Context: an optimization exercise on an open-source flow, tuned for small area, a short achievable clock period and few clock cycles. The choices shown serve that exercise and are no tape-out recipe.
Only simulation tests tie the RTL to the original design; equivalence was not proved.
Power is estimated from default activity; no workload was simulated.

## flow/design.v (module list and top-level ports; edited modules follow where they fit)
// module adder: 18 lines
// module leadingz: 18 lines
// module alu: 57 lines
// module barrel_shifter: 29 lines
// module control_unit: 117 lines
// module cp0: 89 lines
// module decoder: 727 lines
// module exmem_reg: 102 lines
// module extension: 18 lines
// module final_target: 33 lines
// module ForwardUnit: 45 lines
// module GPR: 46 lines
// module idex_reg: 142 lines
// module ifid_reg: 44 lines
// module load_b_w_e_gen: 28 lines
// module load_shifter: 50 lines
// module memwb_reg: 44 lines
// module muldiv: 12 lines
// module PC: 12 lines
// module reg_w_gen: 17 lines
// module store_b_w_e_gen: 39 lines
// module store_shifter: 35 lines
// module mips_core: 605 lines
module mips_core (
    input clk,                      
    input reset,                    
    output [29:0] imem_addr,
    input  [31:0] imem_rdata,
    output        dmem_re,          
    output        dmem_we,          
    output [29:0] dmem_addr,        
    output [31:0] dmem_wdata,
    output [3:0]  dmem_be,          
    input  [31:0] dmem_rdata,       
    input         dmem_stall        
);
  // ...
==> flow/run.sh <==
#!/bin/bash
# synth_recipe.tcl (not shown) runs the flow's synth.tcl, then flattens the netlist and writes it again
# the make line also repeats each setting of config.mk as NAME=value (left out here)
make -C /OpenROAD-flow-scripts/flow DESIGN_CONFIG=/design/flow/config.mk WORK_HOME=/design/flow/orfs CLKGATE_MAP_FILE= SYNTH_SCRIPT=/design/flow/synth_recipe.tcl finish
==> flow/config.mk <==
export PLATFORM = sky130hd
export DESIGN_NAME = mips_core
export DESIGN_NICKNAME = mips_core
export VERILOG_FILES = /design/flow/design.v
export SDC_FILE = /design/flow/constraint.sdc
export NUM_CORES = 4
export LEC_CHECK = 0
export CAP_MARGIN = 20
export CORE_MARGIN = 2
export CORE_UTILIZATION = 30
export PLACE_DENSITY = 0.5
export SLEW_MARGIN = 20
==> flow/constraint.sdc <==
create_clock -name core_clock -period 10.0 [get_ports {clk}]
set_input_delay 2.0000 -clock core_clock [delete_from_list [all_inputs] [get_ports {clk}]]
set_output_delay 2.0000 -clock core_clock [all_outputs]
set_load 0.01 [all_outputs]
==> out/qor.txt, run 1 <==
Clk pwr: 7.92 mW
Met2 GRT Util: 0.471
WP data required: 10,730 ps
Yosys top cell area share: 0.254
# DRC: 0
Synth area leader: dfrtp_1
Worst Hold Slack: 451 ps
Vias per cell: 6.37
Sequential cell count: 1,787
Inverter count: 202
Worst setup margin: 251 ps
Post-layout util: 0.342
Root buffer cell: clkbuf_16
Total gr overflow: 0
EDFF count, synth: 0
H-tree Lvls: 4
Chip Height: 584 µm
Vias in the first global route: 96,200
Routed length on met1: 230,000 µm
Final WL: 590,000 µm
Most common cell after layout, fill and taps aside: nand2_1
Initial antenna violation count: 74
Highest routed layer: met5
Max_cap viols: 0
Synth Register Bits: 1,787
Crit path capture: inst_exmem_reg.exmem_aligned_rt_data[31]
Signal buffers: 552
Flop2flop setup slack: 250 ps
Metal2 WL: 239,000 µm
Fraction of area in registers: 0.356
Pin count of the biggest net entering global routing: 172
Met1 Use GR: 0.432
Top Consumer: clock
Mux contribution to synthesized area: 0.0664
Share of cells above drive strength 1: 0.0881
CP Launch Point: inst_memwb_reg.memwb_rd_addr[3]
Clock skew: 82.5 ps
Fin. max-slew vios: 0
Status: finished clean
Later-pin clock latency in the skew report: 920 ps
CTS tree: done
Final ANT Viol Nets: 0
Most frequent cells in the layout: 1,960 x nand2_1, 1,349 x o21ai_0, 1,031 x nor2_1, 1,024 x dfrtp_1, 754 x dfxtp_1
Nets: 12,100
Testbench counts, summed over its fixed seeds: cycles 96,163.
==> module mips_core, before the edit <==
module mips_core (
    input clk,                      
    input reset,                    
    output [29:0] imem_addr,
    input  [31:0] imem_rdata,
    output        dmem_re,          
    output        dmem_we,          
    output [29:0] dmem_addr,        
    output [31:0] dmem_wdata,
    output [3:0]  dmem_be,          
    input  [31:0] dmem_rdata,       
    input         dmem_stall        
);
parameter DATA_WIDTH = 32;
wire [DATA_WIDTH - 1 : 0] predicted_pc;
wire bpu_w_en;                         
wire [DATA_WIDTH - 1 : 0] jmp;         
wire [DATA_WIDTH - 1 : 0] jr;          
wire [DATA_WIDTH - 1 : 0] cu_vector;   
wire [DATA_WIDTH - 1 : 0] epc;         
wire [DATA_WIDTH - 1 : 0] target;      
reg [DATA_WIDTH - 1 : 0] pc_in;        
wire [DATA_WIDTH - 1 : 0] pc_out;   
wire [DATA_WIDTH - 1 : 0] ic_data_out;
wire [DATA_WIDTH - 1 : 0] ifid_pc, ifid_pc_4;
wire [DATA_WIDTH - 1 : 0] ifid_jump_addr;
wire [DATA_WIDTH - 1 : 0] ifid_instr;
wire [4:0] ifid_rs_addr, ifid_rt_addr, ifid_rd_addr;
wire [(16 - 1):0] ifid_imm;
wire id_jr;
wire id_jump;
wire idex_syscall;
wire idex_eret;
wire [1:0] id_imm_ext;
wire idex_mem_w;
wire idex_mem_r;
wire idex_reg_w;
wire idex_branch;
wire [2:0] idex_condition;
wire idex_B_sel;
wire [3:0] idex_ALU_op;
wire [4:0] idex_shamt;
wire idex_shamt_sel;
wire [1:0] idex_shift_op;
wire [2:0] idex_load_sel;
wire [2:0] idex_store_sel;
wire [1:0] id_rd_addr_sel;
wire [4:0] idex_cp0_dest_addr;
wire id_rt_addr_sel;
wire id_rt_data_sel;
wire [4:0] id_cp0_src_addr;
wire [2:0] idex_exres_sel;
wire idex_movn;
wire idex_movz;
reg [4:0] id_rt_addr;
wire [DATA_WIDTH - 1 : 0] wb_data_in;
wire [DATA_WIDTH - 1 : 0] id_rs_out;
wire [DATA_WIDTH - 1 : 0] id_rt_out;
reg [4:0] id_rd_addr;
wire [DATA_WIDTH - 1 : 0] id_gpr_rs = id_rs_out;   
reg [DATA_WIDTH - 1 : 0] id_gpr_rt;
wire [DATA_WIDTH - 1 : 0] cp0_data;
wire ex_movz;
wire ex_movn;
wire ex_mem_w;
wire ex_mem_r;
wire ex_reg_w;
wire ex_branch;
wire [2:0] ex_condition;
wire ex_of_w_disen;
wire [2:0] ex_exres_sel;
wire ex_B_sel;
wire [3:0] ex_ALU_op;
wire ex_shamt_sel;
wire [4:0] ex_shamt;
wire [1:0] ex_shift_op;
wire [31:0] ex_imm_ext;
wire [31:0] ex_pc;
wire [31:0] ex_pc_4;
wire [4:0] ex_rd_addr;
wire [2:0] ex_load_sel;
wire [2:0] ex_store_sel;
wire [31:0] ex_op_A;
wire [31:0] ex_op_B;
wire [4:0] ex_rs_addr;
wire [4:0] ex_rt_addr;
wire [4:0] ex_cp0_dst_addr;
wire ex_cp0_w_en;
wire ex_syscall;
wire ex_eret;
wire [DATA_WIDTH - 1 : 0] imm_ext;
reg [31:0] operand_A_after_forwarding;
reg [31:0] operand_A_after_selection;
reg [31:0] operand_B_after_forwarding;
reg [31:0] operand_B_after_selection;
reg [31:0] exec_result;
reg [4:0] shamt_after_sel;
wire [31:0] alu_out;
wire [31:0] shifter_out;
wire ex_jr;   
wire [31:0] branch_addr = (ex_jr == 1) ? alu_out : ex_pc_4 + (ex_imm_ext<<2);
wire [1:0] A_sel;
wire [1:0] B_sel;
wire [31:0] input_A;
wire [31:0] input_B;
wire ex_less;       
wire ex_overflow;   
wire ex_zero;       
wire [3:0] ex_reg_byte_w_en;
wire [3:0] ex_mem_byte_w_en;
wire [31:0] ex_aligned_rt_data;
wire [31:0] mem_pc;
wire [31:0] mem_pc_4;
wire mem_mem_w;
wire mem_mem_r;
wire mem_reg_w;
wire [3:0] mem_reg_byte_w_en;
wire [3:0] mem_mem_byte_w_en;
wire [4:0] mem_rd_addr;
wire [31:0] mem_alu_res;
wire [4:0] mem_cp0_dst_addr;
wire [31:0] mem_aligned_rt_data;
wire [31:0] mem_aligned_mem_data ;
wire mem_branch;
wire mem_lf;
wire mem_zf;
wire [2:0] mem_load_sel;
wire [2:0] mem_condition;
wire [31:0] mem_target;
wire mem_cp0_w_en;
wire mem_syscall;
wire mem_eret;
wire wb_mem_r;                     
wire wb_reg_w;                     
wire [3:0] wb_reg_byte_w_en;       
wire [31:0] wb_ex_data;       
wire [31:0] wb_mem_data;      
wire [4:0] wb_rd_addr;   
wire [4:0] wb_cp0_dst_addr;
wire wb_cp0_w_en;
wire [31:0] memwb_data = (wb_mem_r) ? wb_mem_data : wb_ex_data;
wire [31:0] mem_final_target;   
wire [31:0] mem_data;   
wire [3:0] id_md_op;
wire [3:0] ex_md_op;
wire [31:0] muldiv_out;
wire md_stall;
wire [31:0] if_pc_4;
assign predicted_pc = if_pc_4;
wire [3:0] cu_pc_src;   
always @(*) begin
    case (cu_pc_src)
    3'd0: pc_in = jmp;
    3'd1: pc_in = jr;
    3'd2: pc_in = cu_vector;
    3'd3: pc_in = epc;
    3'd4: pc_in = target;
    3'd5: pc_in = predicted_pc;
    default: pc_in = 0;
    endcase
end
assign target = mem_final_target;
wire cu_pc_stall;
PC PC (
    .clk    ( clk         ),
    .reset  ( reset       ),
    .stall  ( cu_pc_stall ),
    .pc_in  ( pc_in       ),
    .pc_out ( pc_out      )
);
assign jmp = ifid_jump_addr;
assign jr = id_rs_out;
assign if_pc_4 = (reset) ? 0 : pc_out + 4;   
wire id_nop;   
wire cu_ifid_stall;
wire cu_ifid_flush;
ifid_reg ifid (
    .clk            ( clk            ),
    .reset          ( reset          ),
    .cu_stall       ( cu_ifid_stall  ),
    .cu_flush       ( cu_ifid_flush  ),
    .pc             ( pc_out         ),
    .pc_4           ( if_pc_4        ),
    .instr          ( ic_data_out    ),
    .id_nop         ( id_nop         ),
    .ifid_pc        ( ifid_pc        ),
    .ifid_pc_4      ( ifid_pc_4      ),
    .ifid_instr     ( ifid_instr     ),
    .ifid_jump_addr ( ifid_jump_addr ),
    .ifid_rs_addr   ( ifid_rs_addr   ),
    .ifid_rt_addr   ( ifid_rt_addr   ),
    .ifid_rd_addr   ( ifid_rd_addr   ),
    .ifid_imm       ( ifid_imm       )
);
wire idex_of_w_disen;
wire idex_cp0_w_en;
decoder decoder(
    .ifid_instr         ( ifid_instr         ),
    .idex_mem_w         ( idex_mem_w         ),
    .idex_mem_r         ( idex_mem_r         ),
    .idex_reg_w         ( idex_reg_w         ),
    .idex_branch        ( idex_branch        ),
    .idex_condition     ( idex_condition     ),
    .idex_B_sel         ( idex_B_sel         ),
    .idex_ALU_op        ( idex_ALU_op        ),
    .idex_shamt         ( idex_shamt         ),
    .idex_shamt_sel     ( idex_shamt_sel     ),
    .idex_shift_op      ( idex_shift_op      ),
    .idex_load_sel      ( idex_load_sel      ),
    .idex_store_sel     ( idex_store_sel     ),
    .idex_of_w_disen    ( idex_of_w_disen    ),
    .idex_cp0_dest_addr ( idex_cp0_dest_addr ),
    .idex_cp0_w_en      ( idex_cp0_w_en      ),
    .idex_syscall       ( idex_syscall       ),
    .idex_eret          ( idex_eret          ),
    .id_imm_ext         ( id_imm_ext         ),
    .id_jr              ( id_jr              ),
    .id_jump            ( id_jump            ),
    .id_rd_addr_sel     ( id_rd_addr_sel     ),
    .id_rt_addr_sel     ( id_rt_addr_sel     ),
    .id_rt_data_sel     ( id_rt_data_sel     ),
    .id_cp0_src_addr    ( id_cp0_src_addr    ),
    .idex_exres_sel     ( idex_exres_sel     ),
    .idex_movn          ( idex_movn          ),
    .idex_movz          ( idex_movz          ),
    .idex_div_mul       ( id_md_op           )
);
always @(*) begin
    case (id_rt_addr_sel)
    1'b0: id_rt_addr = ifid_rt_addr;
    1'b1: id_rt_addr = 5'd0;
    endcase
end
GPR gpr (
    .clk          ( clk              ),  
    .reset        ( reset            ),
    .write        ( wb_reg_w         ),
    .Rs_addr      ( ifid_rs_addr     ),
    .Rt_addr      ( id_rt_addr       ),
    .Rd_addr      ( wb_rd_addr       ),
    .Rd_in        ( wb_data_in       ),
    .Rd_Byte_w_en ( wb_reg_byte_w_en ),
    .Rs_out       ( id_rs_out        ),
    .Rt_out       ( id_rt_out        )
);
extension ext (
    .ifid_imm   ( ifid_imm   ),
    .id_imm_ext ( id_imm_ext ),
    .imm_ext    ( imm_ext    )
);
always @(*) begin
    case (id_rd_addr_sel)
    2'd0: id_rd_addr = ifid_rt_addr;
    2'd1: id_rd_addr = ifid_rd_addr;
    2'd2: id_rd_addr = 5'b11111;
    default: id_rd_addr = 5'b00000;
    endcase
end
always @(*) begin
    case (id_rt_data_sel)
    1'b0: id_gpr_rt = cp0_data;
    1'b1: id_gpr_rt = id_rt_out;
    endcase
end
wire ex_nop;   
wire ex_jmp;   
wire cu_idex_stall;
wire cu_idex_flush;
idex_reg idex_reg (
    .clk                  ( clk             ),
    .reset                ( reset           ),
    .id_md_op             ( id_md_op        ),
    .id_nop               ( id_nop          ),
    .id_jmp               ( id_jump         ),
    .id_jr                ( id_jr           ),
    .cu_stall             ( cu_idex_stall   ),
    .cu_flush             ( cu_idex_flush   ),
    .id_rd_addr           ( id_rd_addr      ),
    .idex_mem_r_in        ( idex_mem_r      ),
    .idex_mem_w_in        ( idex_mem_w      ),
    .idex_reg_w_in        ( idex_reg_w      ),
    .idex_branch_in       ( idex_branch     ),
    .idex_condition_in    ( idex_condition  ),
    .idex_of_w_disen_in   ( idex_of_w_disen ),
    .idex_exres_sel_in    ( idex_exres_sel  ),
    .idex_B_sel_in        ( idex_B_sel      ),
    .idex_ALU_op_in       ( idex_ALU_op     ),
    .idex_shamt_sel_in    ( idex_shamt_sel  ),
    .idex_shamt_in        ( idex_shamt      ),
    .idex_shift_op_in     ( idex_shift_op   ),
    .idex_imm_ext_in      ( imm_ext         ),
    .idex_rd_addr_in      ( id_rd_addr      ),
    .idex_pc_in           ( ifid_pc         ),
    .idex_pc_4_in         ( ifid_pc_4       ),
    .idex_load_sel_in     ( idex_load_sel   ),
    .idex_store_sel_in    ( idex_store_sel  ),
    .idex_op_A_in         ( id_gpr_rs       ),
    .idex_op_B_in         ( id_gpr_rt       ),
    .idex_rs_addr_in      ( ifid_rs_addr    ),
    .idex_rt_addr_in      ( id_rt_addr      ),
    .idex_cp0_dst_addr_in ( ifid_rd_addr    ),
    .idex_cp0_w_en_in     ( idex_cp0_w_en   ),
    .idex_syscall_in      ( idex_syscall    ),
    .idex_eret_in         ( idex_eret       ),
    .id_movz              ( idex_movz       ),
    .id_movn              ( idex_movn       ),
    .idex_md_op           ( ex_md_op        ),
    .ex_nop               ( ex_nop          ),
    .ex_jmp               ( ex_jmp          ),
    .ex_jr                ( ex_jr           ),
    .idex_mem_w           ( ex_mem_w        ),
    .idex_mem_r           ( ex_mem_r        ),
    .idex_reg_w           ( ex_reg_w        ),
    .idex_branch          ( ex_branch       ),
    .idex_condition       ( ex_condition    ),
    .idex_of_w_disen      ( ex_of_w_disen   ),
    .idex_exres_sel       ( ex_exres_sel    ),
    .idex_B_sel           ( ex_B_sel        ),
    .idex_ALU_op          ( ex_ALU_op       ),
    .idex_shamt_sel       ( ex_shamt_sel    ),
    .idex_shamt           ( ex_shamt        ),
    .idex_shift_op        ( ex_shift_op     ),
    .idex_imm_ext         ( ex_imm_ext      ),
    .idex_rd_addr         ( ex_rd_addr      ),
    .idex_pc              ( ex_pc           ),
    .idex_pc_4            ( ex_pc_4         ),
    .idex_load_sel        ( ex_load_sel     ),
    .idex_store_sel       ( ex_store_sel    ),
    .idex_op_A            ( ex_op_A         ),
    .idex_op_B            ( ex_op_B         ),
    .idex_rs_addr         ( ex_rs_addr      ),
    .idex_rt_addr         ( ex_rt_addr      ),
    .idex_cp0_dst_addr    ( ex_cp0_dst_addr ),
    .idex_movz            ( ex_movz         ),
    .idex_movn            ( ex_movn         ),
    .idex_cp0_w_en        ( ex_cp0_w_en     ),
    .idex_syscall         ( ex_syscall      ),
    .idex_eret            ( ex_eret         )
);
always @(*) begin
    case (ex_movz || ex_movn)
    1'b0: operand_A_after_selection = operand_A_after_forwarding;
    1'b1: operand_A_after_selection = 32'd0;
    endcase
end
always @(*) begin
    case (ex_B_sel)
    1'b0: operand_B_after_selection = operand_B_after_forwarding;
    1'b1: operand_B_after_selection = ex_imm_ext;
    endcase
end
always @(*) begin
    case (ex_shamt_sel)
    1'b0: shamt_after_sel = ex_shamt;
    1'b1: shamt_after_sel = operand_A_after_forwarding[4:0];
    endcase
end
always @(*) begin
    case (A_sel)
    2'd0: operand_A_after_forwarding = ex_op_A;
    2'd1: operand_A_after_forwarding = mem_alu_res;
    2'd2: operand_A_after_forwarding = input_A;
    2'd3: operand_A_after_forwarding = 32'dx;
    endcase
end
always @(*) begin
    case (B_sel)
    2'd0: operand_B_after_forwarding = ex_op_B;
    2'd1: operand_B_after_forwarding = mem_alu_res;
    2'd2: operand_B_after_forwarding = input_B;
    2'd3: operand_B_after_forwarding = 32'dx;
    endcase
end
always @(*) begin
    case (ex_exres_sel)
    3'd0: exec_result = alu_out;
    3'd1: exec_result = shifter_out;
    3'd2: exec_result = branch_addr;
    3'd3: exec_result = operand_A_after_forwarding;
    3'd4: exec_result = muldiv_out;
    default: exec_result = 32'dx;
    endcase
end
alu alu (
    .A       ( operand_A_after_selection ),
    .B       ( operand_B_after_selection ),
    .op      ( ex_ALU_op                 ),
    .LF_out  ( ex_less                   ),
    .OF_out  ( ex_overflow               ),
    .ZF_out  ( ex_zero                   ),
    .alu_out ( alu_out                   )
);
barrel_shifter shifter (
    .Shift_in     ( operand_B_after_forwarding ),
    .Shift_amount ( shamt_after_sel            ),
    .Shift_op     ( ex_shift_op                ),
    .Shift_out    ( shifter_out                )
);
muldiv mul_div (
	.Md_op      ( ex_md_op                  ),
	.Rs_in      ( operand_A_after_selection ),
	.Rt_in      ( operand_B_after_selection ),
	.Clk        ( clk                       ),
	.Res_out    ( muldiv_out                ),
	.Md_stall ( md_stall                )
);
wire ex_reg_w_gened;   
reg_w_gen reg_w_gen (
    .of              ( ex_overflow    ),
    .zf              ( ex_zero        ),
    .idex_movz       ( ex_movz        ),
    .idex_movnz      ( ex_movn        ),
    .idex_reg_w      ( ex_reg_w       ),
    .idex_of_w_disen ( ex_of_w_disen  ),
    .new_reg_w       ( ex_reg_w_gened )
);
load_b_w_e_gen inst_load_b_w_e_gen (
    .addr     ( alu_out[1:0]     ),
    .load_sel ( ex_load_sel      ),
    .b_w_en   ( ex_reg_byte_w_en )
);
store_b_w_e_gen  inst_store_b_w_e_gen (
    .addr      ( alu_out[1:0]     ),
    .store_sel ( ex_store_sel     ),
    .b_w_en    ( ex_mem_byte_w_en )
);
store_shifter  inst_store_shifter (
    .addr         ( alu_out[1:0]               ),
    .store_sel    ( ex_store_sel               ),
    .rt_data      ( operand_B_after_forwarding ),
    .real_rt_data ( ex_aligned_rt_data         )
);
ForwardUnit FU (
    .rs_data       ( ex_op_A           ),
    .rt_data       ( ex_op_B           ),
    .rs_addr       ( ex_rs_addr        ),
    .rt_addr       ( ex_rt_addr        ),
    .exmem_rd_addr ( mem_rd_addr       ),
    .exmem_byte_en ( mem_reg_byte_w_en ),
    .exmem_w_en    ( mem_reg_w         ),
    .memwb_data    ( memwb_data        ),
    .memwb_rd_addr ( wb_rd_addr        ),
    .memwb_byte_en ( wb_reg_byte_w_en  ),
    .memwb_w_en    ( wb_reg_w          ),
    .input_A       ( input_A           ),
    .input_B       ( input_B           ),
    .A_sel         ( A_sel             ),
    .B_sel         ( B_sel             )
);
wire cu_exmem_stall;
wire cu_exmem_flush;
wire mem_nop;   
wire mem_jmp;   
exmem_reg  inst_exmem_reg (
    .clk                   ( clk                 ),
    .reset                 ( reset               ),
    .cu_stall              ( cu_exmem_stall      ),
    .cu_flush              ( cu_exmem_flush      ),
    .ex_nop                ( ex_nop              ),
    .ex_jmp                ( ex_jmp              ),
    .idex_mem_w            ( ex_mem_w            ),
    .idex_mem_r            ( ex_mem_r            ),
    .idex_reg_w            ( ex_reg_w_gened      ),
    .idex_branch           ( ex_branch           ),
    .idex_condition        ( ex_condition        ),
    .addr_target           ( branch_addr         ),
    .alu_lf                ( ex_less             ),
    .alu_zf                ( ex_zero             ),
    .alu_of                ( ex_overflow         ),
    .ex_res                ( exec_result         ),
    .real_rd_addr          ( ex_rd_addr          ),
    .idex_load_sel         ( ex_load_sel         ),
    .reg_byte_w_en_in      ( ex_reg_byte_w_en    ),
    .mem_byte_w_en_in      ( ex_mem_byte_w_en    ),
    .idex_pc               ( ex_pc               ),
    .idex_pc_4             ( ex_pc_4             ),
    .aligned_rt_data       ( ex_aligned_rt_data  ),
    .idex_cp0_dst_addr     ( ex_cp0_dst_addr     ),
    .cp0_w_en_in           ( ex_cp0_w_en         ),
    .syscall_in            ( ex_syscall          ),
    .idex_eret             ( ex_eret             ),
    .mem_nop               ( mem_nop             ),
    .mem_jmp               ( mem_jmp             ),
    .exmem_pc              ( mem_pc              ),
    .exmem_pc_4            ( mem_pc_4            ),
    .exmem_mem_w           ( mem_mem_w           ),
    .exmem_mem_r           ( mem_mem_r           ),
    .exmem_reg_w           ( mem_reg_w           ),
    .reg_byte_w_en_out     ( mem_reg_byte_w_en   ),
    .exmem_rd_addr         ( mem_rd_addr         ),
    .mem_byte_w_en_out     ( mem_mem_byte_w_en   ),
    .exmem_alu_res         ( mem_alu_res         ),
    .exmem_aligned_rt_data ( mem_aligned_rt_data ),
    .exmem_branch          ( mem_branch          ),
    .exmem_condition       ( mem_condition       ),
    .exmem_target          ( mem_target          ),
    .exmem_lf              ( mem_lf              ),
    .exmem_zf              ( mem_zf              ),
    .exmem_load_sel        ( mem_load_sel        ),
    .exmem_cp0_dst_addr    ( mem_cp0_dst_addr    ),
    .cp0_w_en_out          ( mem_cp0_w_en        ),
    .syscall_out           ( mem_syscall         ),
    .exmem_eret            ( mem_eret            )
);
final_target  inst_final_target (
    .Exmem_branch    ( mem_branch       ),
    .Exmem_condition ( mem_condition    ),
    .Exmem_target    ( mem_target       ),
    .Exmem_pc_4      ( mem_pc_4         ),
    .Exmem_lf        ( mem_lf           ),
    .Exmem_zf        ( mem_zf           ),
    .Final_target    ( mem_final_target )
);
load_shifter  inst_load_shifter (
   .addr        ( mem_alu_res[1:0]     ),
   .load_sel    ( mem_load_sel         ),
   .mem_data    ( mem_data             ),
   .data_to_reg ( mem_aligned_mem_data )
);
wire [31:0] wb_aligned_rt_data;
memwb_reg  inst_memwb_reg (
    .clk                 ( clk                  ),
    .reset               ( reset                ),
    .mem_stall           ( mem_stall            ),
    .exmem_mem_r         ( mem_mem_r            ),
    .exmem_reg_w         ( mem_reg_w            ),
    .reg_byte_w_en_in    ( mem_reg_byte_w_en    ),
    .exmem_rd_addr       ( mem_rd_addr          ),
    .mem_data            ( mem_aligned_mem_data ),
    .ex_data             ( mem_alu_res          ),
    .exmem_cp0_dst_addr  ( mem_cp0_dst_addr     ),
    .exmem_cp0_w_en      ( mem_cp0_w_en         ),
    .memwb_mem_r         ( wb_mem_r             ),
    .memwb_reg_w         ( wb_reg_w             ),
    .reg_byte_w_en_out   ( wb_reg_byte_w_en     ),
    .memwb_rd_addr       ( wb_rd_addr           ),
    .memwb_memdata       ( wb_mem_data          ),
    .memwb_exdata        ( wb_ex_data           ),
    .memwb_cp0_dst_addr  ( wb_cp0_dst_addr      ),
    .memwb_cp0_w_en      ( wb_cp0_w_en          )
);
assign wb_data_in = (wb_mem_r) ? wb_mem_data : wb_ex_data;
wire cp0_intr;
wire cu_cp0_w_en;
wire [4:0] cu_exec_code;
wire [31:0] cu_epc;
control_unit  inst_control_unit (
    .clk               ( clk                    ),
    .reset             ( reset                  ),
    .mem_stall         ( mem_stall | md_stall ),
    .mem_nop           ( mem_nop                ),
    .ex_nop            ( ex_nop                 ),
    .mem_jmp           ( mem_jmp                ),
    .ifid_rs_addr      ( ifid_rs_addr           ),
    .real_rt_addr      ( id_rt_addr             ),
    .idex_rd_addr      ( ex_rd_addr             ),
    .idex_mem_read     ( ex_mem_r               ),
    .predicted_idex_pc ( ex_pc                  ),
    .predicted_ifid_pc ( ifid_pc                ),
    .target_exmem_pc   ( mem_final_target       ),
    .mem_pc            ( mem_pc                 ),
    .cp0_intr          ( cp0_intr               ),
    .id_jump           ( id_jump                ),
    .exmem_eret        ( mem_eret               ),
    .exmem_syscall     ( mem_syscall            ),
    .cu_pc_src         ( cu_pc_src              ),
    .cu_pc_stall       ( cu_pc_stall            ),
    .cu_ifid_stall     ( cu_ifid_stall          ),
    .cu_idex_stall     ( cu_idex_stall          ),
    .cu_exmem_stall    ( cu_exmem_stall         ),
    .cu_ifid_flush     ( cu_ifid_flush          ),
    .cu_idex_flush     ( cu_idex_flush          ),
    .cu_exmem_flush    ( cu_exmem_flush         ),
    .cu_cp0_w_en       ( cu_cp0_w_en            ),
    .cu_exec_code      ( cu_exec_code           ),
    .cu_epc            ( cu_epc                 ),
    .cu_vector         ( cu_vector              ),
    .bpu_write_en      ( bpu_w_en               )
);
cp0 inst_cp0 (
    .Wb_cp0_w_en     ( wb_cp0_w_en     ),
    .Cu_cp0_w_en     ( cu_cp0_w_en     ),
    .Epc             ( cu_epc          ),
    .Id_cp0_src_addr ( id_cp0_src_addr ),
    .Wb_cp0_dst_addr ( wb_cp0_dst_addr ),
    .Ex_data         ( wb_ex_data      ),
    .Cu_exec_code    ( cu_exec_code    ),
    .Interrupt       ( 8'd0            ),
    .Clk             ( clk             ),
    .Reset           ( reset           ),
    .Cp0_data        ( cp0_data        ),
    .Cp0_epc         ( epc             ),
    .Cp0_intr        ( cp0_intr        )
);
wire mem_stall = dmem_stall;
assign mem_data = dmem_rdata;
assign ic_data_out = imem_rdata;
assign imem_addr  = pc_out[31:2];
assign dmem_re    = mem_mem_r;
assign dmem_we    = mem_mem_w;
assign dmem_addr  = mem_alu_res[31:2];
assign dmem_wdata = mem_aligned_rt_data;
assign dmem_be    = {mem_mem_byte_w_en[0], mem_mem_byte_w_en[1],
                     mem_mem_byte_w_en[2], mem_mem_byte_w_en[3]};
endmodule
==> run 2, diff against run 1 <==
==> flow/design.v (replaced) <==
`timescale 1ns / 1ps
module mips_core (
    input clk,                      
    input reset,                    
    output [29:0] imem_addr,
    input  [31:0] imem_rdata,
    output        dmem_re,          
    output        dmem_we,          
    output [29:0] dmem_addr,        
    output [31:0] dmem_wdata,
    output [3:0]  dmem_be,          
    input  [31:0] dmem_rdata,       
    input         dmem_stall        
);
wire stall = dmem_stall;
localparam OP_ADD  = 4'd0,
           OP_SUB  = 4'd1,
           OP_AND  = 4'd2,
           OP_OR   = 4'd3,
           OP_XOR  = 4'd4,
           OP_NOR  = 4'd5,
           OP_SLT  = 4'd6,
           OP_SLTU = 4'd7,
           OP_SLL  = 4'd8,
           OP_SRL  = 4'd9,
           OP_SRA  = 4'd10,
           OP_CLZ  = 4'd11,
           OP_CLO  = 4'd12;
localparam B_REG = 2'd0, B_SEXT = 2'd1, B_ZEXT = 2'd2, B_LUI = 2'd3;
reg  [31:0] pc;
reg  [31:0] d_ins;       
reg  [31:0] d_pc4;
reg  [31:0] e_a, e_b;    
reg  [15:0] e_imm;
reg  [1:0]  e_bsel;
reg  [3:0]  e_op;
reg         e_shvar;
reg         e_ovf, e_movn, e_movz;
reg         e_we, e_load, e_store;
reg  [2:0]  e_mtype;
reg  [4:0]  e_rd;
reg         e_fa, e_fb;
reg  [31:0] m_res;       
reg  [31:0] m_sd;
reg  [3:0]  m_be;
reg  [4:0]  m_rd;
reg         m_we, m_load, m_store;
reg  [2:0]  m_ltype;
wire [1:0] ma = m_res[1:0];
reg  [31:0] ld;
reg  [3:0]  lbe;         
reg  [7:0]  lbyte;
reg  [15:0] lhalf;
always @(*) begin
    case (ma)
    2'd0: lbyte = dmem_rdata[7:0];
    2'd1: lbyte = dmem_rdata[15:8];
    2'd2: lbyte = dmem_rdata[23:16];
    default: lbyte = dmem_rdata[31:24];
    endcase
    lhalf = ma[1] ? dmem_rdata[31:16] : dmem_rdata[15:0];
    lbe = 4'b1111;
    case (m_ltype)
    3'd0: ld = {{24{lbyte[7]}}, lbyte};
    3'd1: ld = {24'd0, lbyte};
    3'd2: ld = {{16{lhalf[15]}}, lhalf};
    3'd3: ld = {16'd0, lhalf};
    3'd4: ld = dmem_rdata;
    3'd5: begin    
        ld = dmem_rdata << {ma, 3'b000};
        lbe = 4'b1111 << ma;
    end
    default: begin    
        ld = dmem_rdata >> {~ma, 3'b000};
        lbe = 4'b1111 >> ~ma;
    end
    endcase
end
wire [3:0]  wbe = m_load ? lbe : 4'b1111;
wire [31:0] wd  = m_load ? ld : m_res;
wire        wen = m_we & ~stall;
reg  [31:1] rv;
wire [32*32-1:0] rflat;
assign rflat[31:0] = 32'd0;
genvar gi;
generate
for (gi = 1; gi < 32; gi = gi + 1) begin : R
    reg [31:0] r;
    wire sel = wen & (m_rd == gi);
    wire keep = rv[gi];
    always @(posedge clk) begin
        if (sel & (wbe[0] | ~keep)) r[7:0]   <= wbe[0] ? wd[7:0]   : 8'd0;
        if (sel & (wbe[1] | ~keep)) r[15:8]  <= wbe[1] ? wd[15:8]  : 8'd0;
        if (sel & (wbe[2] | ~keep)) r[23:16] <= wbe[2] ? wd[23:16] : 8'd0;
        if (sel & (wbe[3] | ~keep)) r[31:24] <= wbe[3] ? wd[31:24] : 8'd0;
    end
    assign rflat[gi*32 +: 32] = r;
end
endgenerate
always @(posedge clk) begin
    if (reset) rv <= 31'd0;
    else if (wen) rv[m_rd] <= 1'b1;
end
function [31:0] rdport;
    input [4:0] a;
    input [32*32-1:0] rf;
    input [31:1] v;
    integer k;
    begin
        rdport = 32'd0;
        for (k = 1; k < 32; k = k + 1)
            rdport = rdport | ({32{(a == k) & v[k]}} & rf[k*32 +: 32]);
    end
endfunction
wire [31:0] pc4 = pc + 32'd4;
wire [31:0] pc8 = pc + 32'd8;
wire [5:0]  fop = imem_rdata[31:26];
wire f_j  = (fop == 6'h02) | (fop == 6'h03);
wire f_br = (fop == 6'h01) | (fop == 6'h04) | (fop == 6'h05) | (fop == 6'h06) |
            (fop == 6'h07) | (fop == 6'h14);
wire [31:0] f_jt = {pc[31:28], imem_rdata[25:0], 2'b00};
wire [5:0] op = d_ins[31:26];
wire [5:0] fn = d_ins[5:0];
wire [4:0] rs = d_ins[25:21];
wire [4:0] rt = d_ins[20:16];
wire [4:0] rdf = d_ins[15:11];
reg        i_we;         
reg  [1:0] i_dst;        
reg        i_use_rs, i_use_rt;
reg  [3:0] i_op;
reg  [1:0] i_bsel;
reg        i_shvar;
reg        i_ovf, i_movn, i_movz;
reg        i_load, i_store;
reg  [2:0] i_mtype;
reg        i_zero;       
reg        i_jal;
reg        i_br;         
reg  [2:0] i_cond;       
reg        i_jr;
always @(*) begin
    i_we = 1'b0; i_dst = 2'd1; i_use_rs = 1'b0; i_use_rt = 1'b0;
    i_op = OP_ADD; i_bsel = B_REG; i_shvar = 1'b0;
    i_ovf = 1'b0; i_movn = 1'b0; i_movz = 1'b0;
    i_load = 1'b0; i_store = 1'b0; i_mtype = 3'd0;
    i_zero = 1'b0; i_jal = 1'b0; i_br = 1'b0; i_cond = 3'd0; i_jr = 1'b0;
    if (op == 6'h00) begin
        if (fn[5:4] == 2'b10) begin
            i_we = 1'b1; i_use_rs = 1'b1; i_use_rt = 1'b1;
            case (fn[3:0])
            4'h0: begin i_op = OP_ADD; i_ovf = 1'b1; end
            4'h1: i_op = OP_ADD;
            4'h2: begin i_op = OP_SUB; i_ovf = 1'b1; end
            4'h3: i_op = OP_SUB;
            4'h4: i_op = OP_AND;
            4'h5: i_op = OP_OR;
            4'h6: i_op = OP_XOR;
            4'h7: i_op = OP_NOR;
            4'ha: i_op = OP_SLT;
            default: i_op = OP_SLTU;
            endcase
        end
        else if (fn[5:3] == 3'b000) begin
            i_we = (d_ins != 32'd0);
            i_use_rt = 1'b1;
            i_shvar = fn[2] | (fn[0] & ~fn[1]);
            i_use_rs = i_shvar;
            i_op = (fn[1:0] == 2'b00) ? OP_SLL : (fn[1:0] == 2'b11) ? OP_SRA : OP_SRL;
        end
        else if (fn[5:3] == 3'b001) begin
            case (fn[2:0])
            3'b000: begin i_jr = 1'b1; i_use_rs = 1'b1; end
            3'b011: begin i_we = 1'b1; i_movn = 1'b1; i_use_rt = 1'b1; end
            3'b010: begin i_we = 1'b1; i_movz = 1'b1; i_use_rt = 1'b1; end
            default: ;
            endcase
        end
        else if (fn[5:3] == 3'b010) begin
            i_we = ~fn[0]; i_zero = 1'b1;
        end
    end
    else if (op == 6'h01) begin
        i_br = 1'b1; i_use_rs = 1'b1;
        i_cond = d_ins[16] ? 3'd2 : 3'd3;
    end
    else if (op == 6'h1c) begin
        i_we = 1'b1;
        if (fn[5]) begin
            i_use_rs = 1'b1;
            i_op = fn[0] ? OP_CLO : OP_CLZ;
        end
        else i_zero = 1'b1;    
    end
    else if (op[5:3] == 3'b100) begin
        i_we = 1'b1; i_dst = 2'd0; i_use_rs = 1'b1; i_load = 1'b1; i_bsel = B_SEXT;
        case (op[2:0])
        3'b100: i_mtype = 3'd1;
        3'b001: i_mtype = 3'd2;
        3'b101: i_mtype = 3'd3;
        3'b011: i_mtype = 3'd4;
        3'b010: i_mtype = 3'd5;
        3'b110: i_mtype = 3'd6;
        default: i_mtype = 3'd0;
        endcase
    end
    else if (op[5:3] == 3'b101) begin
        i_use_rs = 1'b1; i_use_rt = 1'b1; i_store = 1'b1; i_bsel = B_SEXT;
        case (op[2:0])
        3'b001: i_mtype = 3'd1;
        3'b011: i_mtype = 3'd2;
        3'b010: i_mtype = 3'd3;
        3'b110: i_mtype = 3'd4;
        default: i_mtype = 3'd0;
        endcase
    end
    else if (op[5:3] == 3'b001) begin
        i_we = 1'b1; i_dst = 2'd0; i_use_rs = 1'b1;
        case (op[2:0])
        3'b000: begin i_op = OP_ADD;  i_bsel = B_SEXT; i_ovf = 1'b1; end
        3'b001: begin i_op = OP_ADD;  i_bsel = B_SEXT; end
        3'b010: begin i_op = OP_SLT;  i_bsel = B_SEXT; end
        3'b011: begin i_op = OP_SLTU; i_bsel = B_SEXT; end
        3'b100: begin i_op = OP_AND;  i_bsel = B_ZEXT; end
        3'b101: begin i_op = OP_OR;   i_bsel = B_ZEXT; end
        3'b110: begin i_op = OP_XOR;  i_bsel = B_ZEXT; end
        default: begin i_op = OP_ADD; i_bsel = B_LUI; end    
        endcase
    end
    else if (op == 6'h04 || op == 6'h14) begin
        i_br = 1'b1; i_use_rs = 1'b1; i_use_rt = 1'b1; i_cond = 3'd0;
    end
    else if (op == 6'h05) begin
        i_br = 1'b1; i_use_rs = 1'b1; i_use_rt = 1'b1; i_cond = 3'd1;
    end
    else if (op == 6'h07) begin
        i_br = 1'b1; i_use_rs = 1'b1; i_cond = 3'd4;
    end
    else if (op == 6'h06) begin
        i_br = 1'b1; i_use_rs = 1'b1; i_cond = 3'd5;
    end
    else if (op == 6'h03) begin
        i_we = 1'b1; i_dst = 2'd2; i_jal = 1'b1; i_bsel = B_ZEXT;
    end
end
wire [4:0] i_rd = (i_dst == 2'd0) ? rt : (i_dst == 2'd1) ? rdf : 5'd31;
wire       i_wr = i_we & (i_rd != 5'd0);
wire [31:0] g_rs = rdport(rs, rflat, rv);
wire [31:0] g_rt = rdport(rt, rflat, rv);
function [31:0] merge;
    input [31:0] old;
    input [31:0] nw;
    input [3:0]  be;
    begin
        merge[7:0]   = be[0] ? nw[7:0]   : old[7:0];
        merge[15:8]  = be[1] ? nw[15:8]  : old[15:8];
        merge[23:16] = be[2] ? nw[23:16] : old[23:16];
        merge[31:24] = be[3] ? nw[31:24] : old[31:24];
    end
endfunction
wire [31:0] v_rs = (m_we & (m_rd == rs)) ? merge(g_rs, wd, wbe) : g_rs;
wire [31:0] v_rt = (m_we & (m_rd == rt)) ? merge(g_rt, wd, wbe) : g_rt;
wire [31:0] b_rs = (m_we & ~m_load & (m_rd == rs)) ? m_res : g_rs;
wire [31:0] b_rt = (m_we & ~m_load & (m_rd == rt)) ? m_res : g_rt;
wire rs_eq_rt = (b_rs == b_rt);
wire rs_zero  = (b_rs == 32'd0);
wire rs_neg   = b_rs[31];
reg  br_taken;
always @(*) begin
    case (i_cond)
    3'd0: br_taken = rs_eq_rt;
    3'd1: br_taken = ~rs_eq_rt;
    3'd2: br_taken = ~rs_neg;
    3'd3: br_taken = rs_neg;
    3'd4: br_taken = ~rs_neg & ~rs_zero;
    default: br_taken = rs_neg | rs_zero;
    endcase
end
wire [31:0] br_target = d_pc4 + {{14{d_ins[15]}}, d_ins[15:0], 2'b00};
wire ex_rs = e_we & (e_rd == rs);
wire ex_rt = e_we & (e_rd == rt);
wire mem_ld_rs = m_we & m_load & (m_rd == rs);
wire mem_ld_rt = m_we & m_load & (m_rd == rt);
wire hz_load = e_load & ((i_use_rs & ex_rs) | (i_use_rt & ex_rt));
wire hz_br   = (i_br | i_jr) & ((i_use_rs & (ex_rs | mem_ld_rs)) | (i_use_rt & (ex_rt | mem_ld_rt)));
wire hz = hz_load | hz_br;
wire redirect = ~hz & (i_jr | (i_br & br_taken));
wire [31:0] target = i_jr ? b_rs : br_target;
wire fa = e_we & ~e_load & (e_rd == rs) & i_use_rs & ~i_jal & ~i_zero;
wire fb = e_we & ~e_load & (e_rd == rt) & i_use_rt & ~i_zero;
wire [31:0] xa = (e_fa & m_we) ? m_res : e_a;
wire [31:0] xr = (e_fb & m_we) ? m_res : e_b;    
reg  [31:0] xb;
always @(*) begin
    case (e_bsel)
    B_REG:  xb = xr;
    B_SEXT: xb = {{16{e_imm[15]}}, e_imm};
    B_ZEXT: xb = {16'd0, e_imm};
    default: xb = {e_imm, 16'd0};
    endcase
end
wire        x_sub = (e_op == OP_SUB) | (e_op == OP_SLT) | (e_op == OP_SLTU);
wire [31:0] xb2 = x_sub ? ~xb : xb;
wire [32:0] xsum = {1'b0, xa} + {1'b0, xb2} + {32'd0, x_sub};
wire        x_of = (xa[31] == xb2[31]) & (xa[31] != xsum[31]);
wire        x_lt = (e_op == OP_SLTU) ? ~xsum[32] : (xsum[31] ^ x_of);
wire [4:0]  x_sh = e_shvar ? xa[4:0] : e_imm[10:6];
wire [31:0] x_clzin = (e_op == OP_CLO) ? ~xa : xa;
reg  [5:0]  x_clz;
integer ci;
always @(*) begin
    x_clz = 6'd32;
    for (ci = 0; ci < 32; ci = ci + 1)
        if (x_clzin[ci]) x_clz = 6'd31 - ci[5:0];
end
reg [31:0] x_res;
always @(*) begin
    case (e_op)
    OP_AND:  x_res = xa & xb;
    OP_OR:   x_res = xa | xb;
    OP_XOR:  x_res = xa ^ xb;
    OP_NOR:  x_res = ~(xa | xb);
    OP_SLT, OP_SLTU: x_res = {31'd0, x_lt};
    OP_SLL:  x_res = xr << x_sh;
    OP_SRL:  x_res = xr >> x_sh;
    OP_SRA:  x_res = $signed(xr) >>> x_sh;
    OP_CLZ, OP_CLO: x_res = {26'd0, x_clz};
    default: x_res = xsum[31:0];
    endcase
end
wire x_rz = (xr == 32'd0);
wire x_we = e_we & ~(e_ovf & x_of) & ~(e_movn & x_rz) & ~(e_movz & ~x_rz);
wire [1:0] xa2 = xsum[1:0];
reg [31:0] x_sd;
reg [3:0]  x_be;    
always @(*) begin
    case (e_mtype)
    3'd0: begin x_sd = xr << {xa2, 3'b000};        x_be = 4'b0001 << xa2; end       
    3'd1: begin x_sd = xr << {xa2[1], 4'b0000};    x_be = xa2[1] ? 4'b1100 : 4'b0011; end   
    3'd2: begin x_sd = xr;                         x_be = 4'b1111; end              
    3'd3: begin x_sd = xr >> {xa2, 3'b000};        x_be = 4'b1111 << xa2; end       
    default: begin x_sd = xr << {~xa2, 3'b000};    x_be = 4'b1111 >> ~xa2; end      
    endcase
end
always @(posedge clk) begin
    if (reset) pc <= 32'hf0000000;
    else if (~stall) begin
        if (redirect) pc <= target;
        else if (~hz) pc <= f_j ? f_jt : f_br ? pc8 : pc4;
    end
end
always @(posedge clk) begin
    if (reset) d_ins <= 32'd0;
    else if (~stall) begin
        if (redirect) d_ins <= 32'd0;
        else if (~hz) d_ins <= imem_rdata;
    end
end
always @(posedge clk) begin
    if (~stall & ~hz) d_pc4 <= pc4;
end
always @(posedge clk) begin
    if (reset) begin
        e_we <= 1'b0; e_load <= 1'b0; e_store <= 1'b0;
        e_fa <= 1'b0; e_fb <= 1'b0;
    end
    else if (~stall) begin
        e_we    <= i_wr & ~hz;
        e_load  <= i_load & ~hz;
        e_store <= i_store & ~hz;
        e_fa    <= fa;
        e_fb    <= fb;
    end
end
always @(posedge clk) begin
    if (~stall) begin
        e_a     <= i_jal ? d_pc4 : (i_zero | i_movn | i_movz) ? 32'd0 : v_rs;
        e_b     <= i_zero ? 32'd0 : v_rt;
        e_imm   <= i_jal ? 16'd4 : d_ins[15:0];
        e_bsel  <= i_bsel;
        e_op    <= i_op;
        e_shvar <= i_shvar;
        e_ovf   <= i_ovf;
        e_movn  <= i_movn;
        e_movz  <= i_movz;
        e_mtype <= i_mtype;
        e_rd    <= i_rd;
    end
end
always @(posedge clk) begin
    if (reset) begin
        m_we <= 1'b0; m_load <= 1'b0; m_store <= 1'b0;
    end
    else if (~stall) begin
        m_we    <= x_we;
        m_load  <= e_load;
        m_store <= e_store;
    end
end
always @(posedge clk) begin
    if (~stall) begin
        m_res   <= x_res;
        m_sd    <= x_sd;
        m_be    <= x_be;
        m_rd    <= e_rd;
        m_ltype <= e_mtype;
    end
end
assign imem_addr  = pc[31:2];
assign dmem_re    = m_load;
assign dmem_we    = m_store;
assign dmem_addr  = m_res[31:2];
assign dmem_wdata = m_sd;
assign dmem_be    = m_be;
endmodule
--- a/flow/config.mk
+++ b/flow/config.mk
@@ -5,8 +5,10 @@
 export SDC_FILE = /design/flow/constraint.sdc
 export NUM_CORES = 4
 export LEC_CHECK = 0
+export ABC_CLOCK_PERIOD_IN_PS = 3000
 export CAP_MARGIN = 20
 export CORE_MARGIN = 2
 export CORE_UTILIZATION = 30
 export PLACE_DENSITY = 0.5
+export SETUP_SLACK_MARGIN = 5
 export SLEW_MARGIN = 20
==> run 2 against run 1 <==
  * Still clean on timing, DRC and antenna
  * Sequential cell count down 482
  * Clock-buffer cell count down 104
  * Critical path depth down 6
  * Synthesized cell count down 32%
  * Die area down 22%
  * Sequential power down 15%
  * Non-clock buffer count up 533
  * Register-to-register slack better by 4400 ps
  * Fmax up 81%
  * Synthesized area down 22%
  * Critical path type unchanged
  * Critical endpoint is now pc[17]
  * Largest power group is now sequential cells
==> out/qor.txt, run 2 <==
Die width: 516 µm (was 584 µm)
Synth top cells by count: 1,346 x nand2_1, 1,198 x edfxtp_1, 538 x nor2_1 (was 1,962 x nand2_1, 1,360 x o21ai_0, 1,090 x nor2_1)
Final WL: 672,000 µm (was 590,000 µm)
Initial DRC count: 15,500 (was 17,900)
Mapped Cells: 8,335 (was 12,300)
Ranking of synthesized cells by area: edfxtp_1 46%, nand2_1 6.4%, nand4_1 4.0% (was dfrtp_1 25%, dfxtp_1 15%, nand2_1 7.3%)
Dpl ws: 1700 ps (was 687 ps)
Mean post-synth cell area: 9.44 µm² (was 8.22 µm²)
Dominant synthesized flop cell: edfxtp_1 (was dfrtp_1)
Peak Freq: 186 MHz (was 103 MHz)
Slew headroom: 0.117 (was 0.145)
Vias in the first global route: 80,700 (was 96,200)
Status: finished clean (unchanged)
Most common cell after layout, fill and taps aside: nand2_1 (unchanged)
WP data arrival: 6110 ps (was 10,480 ps)
Die Area: 266,000 µm² (was 341,000 µm²)
CTS tree: done (unchanged)
CP Capture Type: flop (unchanged)
Top-count cell post-synth: nand2_1 (unchanged)
CTS Buffer Depth: 3 (was 4)
Core footprint: 260,000 µm² (was 336,000 µm²)
Worst setup margin: 4610 ps (was 251 ps)
Fin. max-slew vios: 0 (unchanged)
TritonCTS Buffers: 166 (was 205)
Port Buffers: 164 (unchanged)
Nets: 9,032 (was 12,100)
DRT Pass-1 Iters: 8 (was 13)
Clock skew: 52.4 ps (was 82.5 ps)
Post-route cell area: 101,000 µm² (was 115,000 µm²)
Final Hold Viols: 0 (unchanged)
Later-pin clock latency in the skew report: 880 ps (was 920 ps)
Top reg by flops: R.r (was gpr.register)
GP Congestion: 1.06 (was 1.05)
Avg WL per Cell: 53.6 µm (was 35.6 µm)
Cts hold-fix bufs: 0 (unchanged)
Synth area leader: edfxtp_1 (was dfrtp_1)
Setup_tns: 0 ps (unchanged)
Total power: 16.6 mW (was 18.7 mW)
Slew @ Worst Pin: 1320 ps (was 1270 ps)
Clock sink count: 1,305 (was 1,787)
# DRC: 0 (unchanged)
Rows: 187 (was 213)
Post-synthesis sequential area ratio: 0.485 (was 0.405)
Most frequent cells in the layout: 1,292 x nand2_1, 1,198 x edfxtp_1, 627 x buf_4, 510 x nor2_1, 507 x nand4_1 (was 1,960 x nand2_1, 1,349 x o21ai_0, 1,031 x nor2_1, 1,024 x dfrtp_1, 754 x dfxtp_1)
Total gr overflow: 0 (unchanged)
Clk pin slew, worst setup/hold paths: 60 ps (about the same)
Root buffer cell: clkbuf_16 (unchanged)
Pin count of the biggest net entering global routing: 131 (was 172)
Yosys top cell area share: 0.457 (was 0.254)
EDFF count, synth: 1,198 (was 0)
Share of cells above drive strength 1: 0.211 (was 0.0881)
Setup Viol. Count Final: 0 (unchanged)
Final ANT Viol Nets: 0 (unchanged)
RSZ-0062 raised after global routing: true (was false)
Synth cell types: 107 (was 99)
Fraction of registers with async set or reset after synthesis: 0 (was 0.573)
Total GRT Usage: 0.487 (was 0.333)
Max_cap viols: 0 (unchanged)
Crit Path Max Fanout: 12 (was 19)
Syn-to-layout area delta: 28.6% (was 13.8%)
Chip Height: 516 µm (was 584 µm)
Final min period: 5390 ps (was 9750 ps)
Initial core utilization: 0.302 (was 0.301)
Hold WC Path Type: flop to flop (unchanged)
Final Cycle Share: 0.539 (was 0.975)
IO Pins: 165 (unchanged)
Syn_nets: 8,548 (was 12,500)
First-pass GRT wire length: 849,000 µm (was 806,000 µm)
Vias per cell: 7.07 (was 6.37)
Initial antenna violation count: 98 (was 74)
Via count: 88,500 (was 105,000)
Critical Path Source Type: flop (unchanged)
H-tree Lvls: 4 (unchanged)
Maximum vdd drop: 0.000192 V (was 0.000136 V)
Critical path class: flop to flop (unchanged)
Number of fillers in the final layout: 26,000 (was 35,400)
Synth Register Bits: 1,305 (was 1,787)
WP data required: 10,720 ps (was 10,730 ps)
Max reg flops: 992 (unchanged)
YS warnings: 1 (was 22)
Lkg Pwr: 33.4 nW (was 45.6 nW)
Placed instance area: 87,200 µm² (was 108,000 µm²)
Pwr Density: 164 nW/µm² (was 162 nW/µm²)
DP Wirelength: 461,000 µm (was 403,000 µm)
Cell area after synthesis: 78,700 µm² (was 101,000 µm²)
run 2: where the power goes:
| part | switching, mW | internal, mW |
|---|---|---|
| Clock | 2.84 | 3.51 |
| Combinational | 2.61 | 1.12 |
| Sequential | 0.214 | 6.27 |
| Total | 5.66 | 10.9 |
run 2: kinds of logic after synthesis:
logic type	synth area share
and+or+nand+nor	0.221
DFF	0.485
xor gates and xnor gates	0.0218
adders and majority gates	0.0234
muxes	0.0232
AOI/OAI and AO/OA	0.176
buffers and inverters	0.0500
run 2: final timing paths:
path | slack (ps) | cells after the start | endpoint | startpoint
setup / recovery | 4610 | 18 | pc[17] | d_ins[19]
hold / removal | 450 | 0 | d_pc4[0] | pc[0]
setup reg to reg | 4610 | 18 | pc[17] | d_ins[19]
hold reg to reg | 450 | 0 | d_pc4[0] | pc[0]
run 2: what timing repair did:
action                     in CTS  in global routing
setup buffers                 328                 50
gates cloned                   27                  7
pin swaps                     106                 53
setup endpoints to repair     298                 87
gates resized for setup       736                117
run 2: layout make-up:
cell class / count / area, µm² / share of cell area
diodes: 71 / 178 / 0.00176
clock buffers: 200 / 4430 / 0.0438
well taps: 3496 / 4370 / 0.0433
inverters: 116 / 453 / 0.00448
clock inverters: 104 / 1110 / 0.0110
multi-input cells: 6145 / 40700 / 0.403
flip-flops and latches: 1305 / 38200 / 0.378
repair buffers: 1085 / 11600 / 0.115
run 2: layer usage:
| metal | global-route usage | up-vias | wire length [µm] |
|---|---|---|---|
| met5 | 0.00505 | - | 251 |
| li1 | - | 33100 | - |
| met2 | 0.690 | 8219 | 271000 |
| met4 | 0.406 | 38 | 71000 |
| met3 | 0.195 | 2599 | 86200 |
| met1 | 0.576 | 44600 | 243000 |
run 2: metrics by stage:
stage / std cells / hold slack [ps] / utilization
after floorplan: 8335 / 409 / -
after global routing: 12500 / 464 / 0.388
final: 12500 / 448 / 0.389
after CTS: 12400 / 441 / 0.383
after global placement: 11700 / 426 / 0.334
after detailed placement: 11700 / 437 / 0.335
run 2: critical path, stage by stage, from the launching register on:
cell       delay, ps
dfxtp_4          520
nor3b_4          610
buf_4            230
nand2_1          100
buf_8            220
o2111ai_1        550
or4_4            300
nor3_4            70
or3_4            370
a2111oi_4        510
nand4_1          130
nand4b_1         210
buf_6            180
o21a_4           230
o21a_4           260
nor2_4           230
clkbuf_16        200
mux2i_1          170
o22ai_1           90
Testbench counts of run 2, summed over its fixed seeds: cycles 76,420.
==> run 3, diff against run 2 <==
--- a/flow/config.mk
+++ b/flow/config.mk
@@ -5,10 +5,8 @@
 export SDC_FILE = /design/flow/constraint.sdc
 export NUM_CORES = 4
 export LEC_CHECK = 0
-export ABC_CLOCK_PERIOD_IN_PS = 3000
 export CAP_MARGIN = 20
 export CORE_MARGIN = 2
 export CORE_UTILIZATION = 30
 export PLACE_DENSITY = 0.5
-export SETUP_SLACK_MARGIN = 5
 export SLEW_MARGIN = 20
==> run 3 against run 2 <==
  * Still clean
  * Sequential cell count unchanged
  * Global-route usage decreased by 1.7 points
  * Routed wire length decreased by 3.6%
  * Critical path depth decreased by 1
  * Sequential power about the same
  * Synthesized cell count unchanged
  * Critical path type unchanged
  * Largest cell class is now registers
  * Largest power group unchanged
==> out/qor.txt, run 3 <==
Die width: 516 µm (unchanged)
RR Endpoint: pc[1] (was pc[17])
Dominant synthesized flop cell: edfxtp_1 (unchanged)
Total power: 16.2 mW (was 16.6 mW)
Syn-to-layout area delta: 18.0% (was 28.6%)
Final WL: 647,000 µm (was 672,000 µm)
Multi-input logic area: 38,100 µm² (was 40,700 µm²)
Placed Cells: 11,700 (unchanged)
EDFF count, synth: 1,198 (unchanged)
Mapped Cells: 8,335 (unchanged)
Die Area: 266,000 µm² (unchanged)
Synth area leader: edfxtp_1 (unchanged)
Vias in the first global route: 78,700 (was 80,700)
Top-count cell post-synth: nand2_1 (unchanged)
WP data required: 10,770 ps (was 10,720 ps)
Flop2flop setup slack: 830 ps (was 4610 ps)
DP Wirelength: 460,000 µm (was 461,000 µm)
Post-CTS setup buffer count: 0 (was 328)
Share of cells above drive strength 1: 0.139 (was 0.211)
Setup Viol. Count Final: 0 (unchanged)
Initial core utilization: 0.302 (unchanged)
Synth top cells by count: 1,346 x nand2_1, 1,198 x edfxtp_1, 538 x nor2_1 (unchanged)
GP Congestion: 1.09 (was 1.06)
Most common cell after layout, fill and taps aside: nand2_1 (unchanged)
Rows: 187 (unchanged)
Nets: 8,626 (was 9,032)
Peak Freq: 109 MHz (was 186 MHz)
CP Capture Type: flop (unchanged)
Pwr Density: 174 nW/µm² (was 164 nW/µm²)
Initial antenna violation count: 105 (was 98)
Post-synthesis sequential area ratio: 0.485 (unchanged)
Clock sink count: 1,305 (unchanged)
Min-Delay Endpoint: d_pc4[1] (was d_pc4[0])
YS warnings: 1 (unchanged)
Worst setup margin: 828 ps (was 4610 ps)
Critical path class: flop to flop (unchanged)
Slew headroom: 0.0964 (was 0.117)
Avg WL per Cell: 53.5 µm (was 53.6 µm)
# DRC: 0 (unchanged)
Final Non-Filler Cells: 12,100 (was 12,500)
Root buffer cell: clkbuf_16 (unchanged)
RSZ-0062 raised after global routing: false (was true)
Vias per cell: 7.14 (was 7.07)
Final ANT Viol Nets: 0 (unchanged)
Clock skew: 100 ps (was 52.4 ps)
Max_cap viols: 0 (unchanged)
Fin. max-slew vios: 0 (unchanged)
R2r worst-path depth: 17 (was 18)
Register Area: 38,200 µm² (about the same)
Dpl ws: 1480 ps (was 1700 ps)
Via count: 86,400 (was 88,500)
Top reg by flops: R.r (unchanged)
IO Pins: 165 (unchanged)
Port Buffers: 164 (unchanged)
Pin count of the biggest net entering global routing: 66 (was 131)
Final min period: 9170 ps (was 5390 ps)
Max reg flops: 992 (unchanged)
Cell area after synthesis: 78,700 µm² (unchanged)
Setup_tns: 0 ps (unchanged)
CTS Buffer Depth: 4 (was 3)
Total GRT Usage: 0.470 (was 0.487)
Hold WC Path Type: flop to flop (unchanged)
Ranking of synthesized cells by area: edfxtp_1 46%, nand2_1 6.4%, nand4_1 4.0% (unchanged)
Hold_sp: pc[1] (was pc[0])
Slew @ Worst Pin: 1340 ps (was 1320 ps)
Number of fillers in the final layout: 26,500 (was 26,000)
First-pass GRT wire length: 821,000 µm (was 849,000 µm)
WP data arrival: 9940 ps (was 6110 ps)
Final Hold Viols: 0 (unchanged)
Initial DRC count: 15,600 (was 15,500)
Mean post-synth cell area: 9.44 µm² (unchanged)
R2r startpoint: d_ins[24] (was d_ins[19])
TritonCTS Buffers: 172 (was 166)
Lkg Pwr: 29.7 nW (was 33.4 nW)
Post-cts resize count: 0 (was 736)
Syn_nets: 8,548 (unchanged)
Later-pin clock latency in the skew report: 930 ps (was 880 ps)
Maximum vdd drop: 0.000146 V (was 0.000192 V)
Core footprint: 260,000 µm² (unchanged)
Total gr overflow: 0 (unchanged)
Status: finished clean (unchanged)
Most frequent cells in the layout: 1,315 x nand2_1, 1,198 x edfxtp_1, 528 x nor2_1, 507 x nand4_1, 491 x buf_4 (was 1,292 x nand2_1, 1,198 x edfxtp_1, 627 x buf_4, 510 x nor2_1, 507 x nand4_1)
Chip Height: 516 µm (unchanged)
Synth cell types: 107 (unchanged)
H-tree Lvls: 4 (unchanged)
Yosys top cell area share: 0.457 (unchanged)
Cts hold-fix bufs: 0 (unchanged)
DRT Pass-1 Iters: 8 (unchanged)
CTS tree: done (unchanged)
Critical Path Source Type: flop (unchanged)
Clk pin slew, worst setup/hold paths: 60 ps (about the same)
Fraction of registers with async set or reset after synthesis: 0 (unchanged)
Final Cycle Share: 0.917 (was 0.539)
Worst Hold Slack: 473 ps (was 448 ps)
Hold path cells: 0 (unchanged)
Crit Path Max Fanout: 23 (was 12)
Synth Register Bits: 1,305 (unchanged)
-- run 3: cell types whose count changed in the layout (fill, tap and decap cells not counted), moves of 25 or more --
cell,before,now
nand2_2,10,35
buf_8,35,0
nand2_8,35,0
nand3_2,27,0
or4_4,56,2
nand3_1,106,134
or4_1,67,121
buf_12,140,26
buf_6,87,2
a21oi_2,123,96
buf_4,627,491
-- run 3: cells by family after synthesis --
logic type / after synthesis / synth area share
mux: 175 / 0.0232
buf+inv: 897 / 0.0500
fa+ha+maj: 146 / 0.0234
simple gates: 3544 / 0.221
flops: 1305 / 0.485
xor+xnor: 196 / 0.0218
compound gates: 2072 / 0.176
-- run 3: how the worst max path moves through the flow --
stage                          start        to  slack (ps)  cells past startpoint
after floorplan           dmem_stall  d_pc4[0]        2280                      6
after detailed placement   d_ins[24]     pc[0]        1480                     17
after global routing       d_ins[24]    pc[30]        1080                     17
after global placement     d_ins[22]     pc[0]        -530                     17
after CTS                  d_ins[24]     pc[1]        1440                     17
final                      d_ins[24]     pc[1]         830                     17
-- run 3: critical path, stage by stage, from the launching register on --
cell       delay [ps]
dfxtp_1           860
and3b_1           530
buf_4             400
nand2_1           650
buf_4             520
o22ai_1           130
or4_1             600
o41ai_2          1110
xor2_1            430
a2111oi_0         590
nand4_1           560
nand4b_1          550
o21a_1            330
o21bai_2          290
and2_1            570
buf_4             460
nor2_1            140
a22o_1            230
-- run 3: metal layers --
layer	share of wire	GRT usage
met5	0.0017	0
met4	0.10	0.394
met3	0.13	0.171
met2	0.41	0.672
met1	0.36	0.561
-- run 3: stage by stage --
stage | area, µm² | utilization
2_1_floorplan | 78700 | -
3_3_place_gp | 86600 | 0.333
3_5_place_dp | 87000 | 0.334
4_1_cts | 92600 | 0.356
5_1_grt | 92700 | 0.356
6_report | 92800 | 0.357
-- run 3: final cells by class --
class | instances | share of cell area
tap | 3496 | 0.0471
multi-input combinational | 6133 | 0.411
inverter | 116 | 0.00480
timing repair buffer | 685 | 0.0638
clock inverter | 91 | 0.0105
clock buffer | 212 | 0.0502
antenna | 68 | 0.00183
sequential | 1305 | 0.411
-- run 3: power breakdown --
| part | total (mW) | switching [mW] | internal, mW |
|---|---|---|---|
| registers | 6.51 | 0.237 | 6.27 |
| logic | 3.15 | 2.34 | 0.812 |
| clock network | 6.51 | 2.75 | 3.75 |
| total | 16.2 | 5.33 | 10.8 |
==> run 4, diff against run 3 <==
--- a/flow/config.mk
+++ b/flow/config.mk
@@ -5,8 +5,10 @@
 export SDC_FILE = /design/flow/constraint.sdc
 export NUM_CORES = 4
 export LEC_CHECK = 0
+export ABC_CLOCK_PERIOD_IN_PS = 4000
 export CAP_MARGIN = 20
 export CORE_MARGIN = 2
 export CORE_UTILIZATION = 30
 export PLACE_DENSITY = 0.5
+export SETUP_SLACK_MARGIN = 4
 export SLEW_MARGIN = 20
==> run 4 against run 3 <==
  * Clock skew shrank 46 ps
  * Clock-buffer cell count shrank 17
  * Still clean on timing, DRC and antenna
  * Largest power group unchanged
  * Synthesized area is the same
  * Cell count grew 0.74%
  * Highest routed layer unchanged
  * First-iteration DRC count shrank 0.17%
  * Global-route usage grew 0.61 points
  * Sequential power is essentially flat
  * Combinational power grew 6.7%
  * Design area grew 1.8%
==> out/qor.txt, run 4 <==
# DRC: 0 (unchanged)
Slew @ Worst Pin: 1330 ps (was 1340 ps)
Maximum vdd drop: 0.000201 V (was 0.000146 V)
Clock sink count: 1,305 (unchanged)
H-tree Lvls: 4 (unchanged)
Critical path class: flop to flop (unchanged)
CTS Buffer Depth: 3 (was 4)
Peak Freq: 163 MHz (was 109 MHz)
Die width: 516 µm (unchanged)
Most frequent cells in the layout: 1,301 x nand2_1, 1,198 x edfxtp_1, 529 x nor2_1, 522 x buf_4, 507 x nand4_1 (was 1,315 x nand2_1, 1,198 x edfxtp_1, 528 x nor2_1, 507 x nand4_1, 491 x buf_4)
Clk pin slew, worst setup/hold paths: 70 ps (was 60 ps)
Avg WL per Cell: 53.7 µm (was 53.5 µm)
Syn-to-layout area delta: 20.1% (was 18.0%)
Fraction of registers with async set or reset after synthesis: 0 (unchanged)
Cts hold-fix bufs: 0 (unchanged)
Synth Register Bits: 1,305 (unchanged)
Worst setup margin: 3860 ps (was 828 ps)
Cell area after synthesis: 78,700 µm² (unchanged)
WP data arrival: 6940 ps (was 9940 ps)
R2r startpoint: d_ins[16] (was d_ins[24])
Dpl ws: 1660 ps (was 1480 ps)
Max reg flops: 992 (unchanged)
Initial antenna violation count: 83 (was 105)
First-pass GRT wire length: 830,000 µm (was 821,000 µm)
Pin count of the biggest net entering global routing: 72 (was 66)
Final Non-Filler Cells: 12,200 (was 12,100)
WP data required: 10,790 ps (was 10,770 ps)
Total gr overflow: 0 (unchanged)
GP Congestion: 1.06 (was 1.09)
Final min period: 6140 ps (was 9170 ps)
Synth area leader: edfxtp_1 (unchanged)
Mapped Cells: 8,335 (unchanged)
Placed instance area: 87,100 µm² (was 87,000 µm²)
IO Pins: 165 (unchanged)
Root buffer cell: clkbuf_16 (unchanged)
Final Hold Viols: 0 (unchanged)
DRT Pass-1 Iters: 9 (was 8)
R2r worst-path depth: 18 (was 17)
Post-layout util: 0.363 (was 0.357)
Share of cells above drive strength 1: 0.155 (was 0.139)
Status: finished clean (unchanged)
Crit Path Max Fanout: 29 (was 23)
EDFF count, synth: 1,198 (unchanged)
Placed Cells: 11,800 (was 11,700)
CP max stage delay: 620 ps (was 1110 ps)
YS warnings: 1 (unchanged)
Initial core utilization: 0.302 (unchanged)
CTS tree: done (unchanged)
Nets: 8,722 (was 8,626)
Post-route cell area: 94,500 µm² (was 92,800 µm²)
Critical path, cell by cell: buf_4 > and2_4 > buf_6 > buf_4 > nand4_1 > o2111ai_1 > or4_4 > o41ai_2 > xnor2_1 > or4_4 > a2111oi_4 > nand3b_1 > o21a_1 > o21a_4 > nor2_8 > buf_12 > mux2_4 > o22ai_1 (was and3b_1 > buf_4 > nand2_1 > buf_4 > o22ai_1 > or4_1 > o41ai_2 > xor2_1 > a2111oi_0 > nand4_1 > nand4b_1 > o21a_1 > o21bai_2 > and2_1 > buf_4 > nor2_1 > a22o_1)
Max_cap viols: 0 (unchanged)
Most common cell after layout, fill and taps aside: nand2_1 (unchanged)
Hold WC Path Type: flop to flop (unchanged)
RR Endpoint: pc[18] (was pc[1])
Final ANT Viol Nets: 0 (unchanged)
Number of fillers in the final layout: 26,400 (was 26,500)
Port Buffers: 164 (unchanged)
Fin. max-slew vios: 0 (unchanged)
RSZ-0062 raised after global routing: true (was false)
Setup_tns: 0 ps (unchanged)
TritonCTS Buffers: 165 (was 172)
Dominant synthesized flop cell: edfxtp_1 (unchanged)
Final Cycle Share: 0.614 (was 0.917)
Vias per cell: 7.10 (was 7.14)
Critical Path Source Type: flop (unchanged)
CP Capture Type: flop (unchanged)
Slew headroom: 0.107 (was 0.0964)
Via count: 86,600 (was 86,400)
Top-count cell post-synth: nand2_1 (unchanged)
Yosys top cell area share: 0.457 (unchanged)
[run 4: repair_timing]
action | in CTS | in global routing
resized for setup | 134 | 81
gates cloned | 5 | 0
endpoints found under the setup margin | 75 | 72
endpoints found under the hold margin | 0 | 0
buffers inserted | 41 | 35
pin swaps | 21 | 12
[run 4: layout make-up]
type | instances | area [µm²] | area share
Timing Repair Buffer | 783 | 7120 | 0.0753
Multi-Input combinational cell | 6138 | 38800 | 0.410
Clock inverter | 110 | 1170 | 0.0124
Inverter | 116 | 443 | 0.00469
Sequential cell | 1305 | 38200 | 0.404
Clock buffer | 195 | 4270 | 0.0452
Tap cell | 3496 | 4370 | 0.0463
Antenna cell | 53 | 133 | 0.00140
[run 4: cells by family (layout without fill, tap and decap cells)]
family	Yosys count	in the layout	share of synthesized area
AND/OR/NAND/NOR	3544	3549	0.221
XOR/XNOR	196	196	0.0218
flip-flops	1305	1305	0.485
AO/OA/AOI/OAI	2072	2072	0.176
adder cells (fa/ha/maj)	146	146	0.0234
other	0	53	0
buffers and inverters	897	1204	0.0500
multiplexers	175	175	0.0232
[run 4: worst max-delay path: cells and delay by family, from the launching register on]
family	cells	cell delay, ps
xor gates and xnor gates	1	160
AOI/OAI and AO/OA	6	1460
and+or+nand+nor	6	2090
muxes	1	300
DFF	1	310
buffers and inverters	4	1620
[run 4: power breakdown]
group,internal [mW],switching (mW),leakage (nW)
Combinational,0.887,2.47,16.2
Sequential,6.27,0.203,11.9
Clock,3.42,2.84,2.61
Total,10.6,5.52,30.7
[run 4: worst max path at each step]
stage | slack (ps) | cells past startpoint | from | end
after global placement | -570 | 17 | d_ins[23] | flop
after detailed placement | 1660 | 18 | d_ins[23] | flop
after CTS | 3990 | 18 | d_ins[23] | flop
after floorplan | 4100 | 6 | dmem_stall | d_pc4[0]
final | 3860 | 18 | d_ins[16] | pc[18]
after global routing | 3950 | 19 | d_ins[16] | flop
[run 4: metal layers]
layer  GRT usage  routed length [µm]
met1       0.562              236000
met2       0.689              270000
met3       0.179               82700
met4       0.385               65900
met5    0.000541                 569

Check on run 4: ideal ports give 3.856 ns setup slack; a clkbuf_16 on the clock port and buf_2 on the inputs give 3.856 ns; moving port delays by the midpoint clock arrival (0.974 ns) as well gives 3.173 ns.
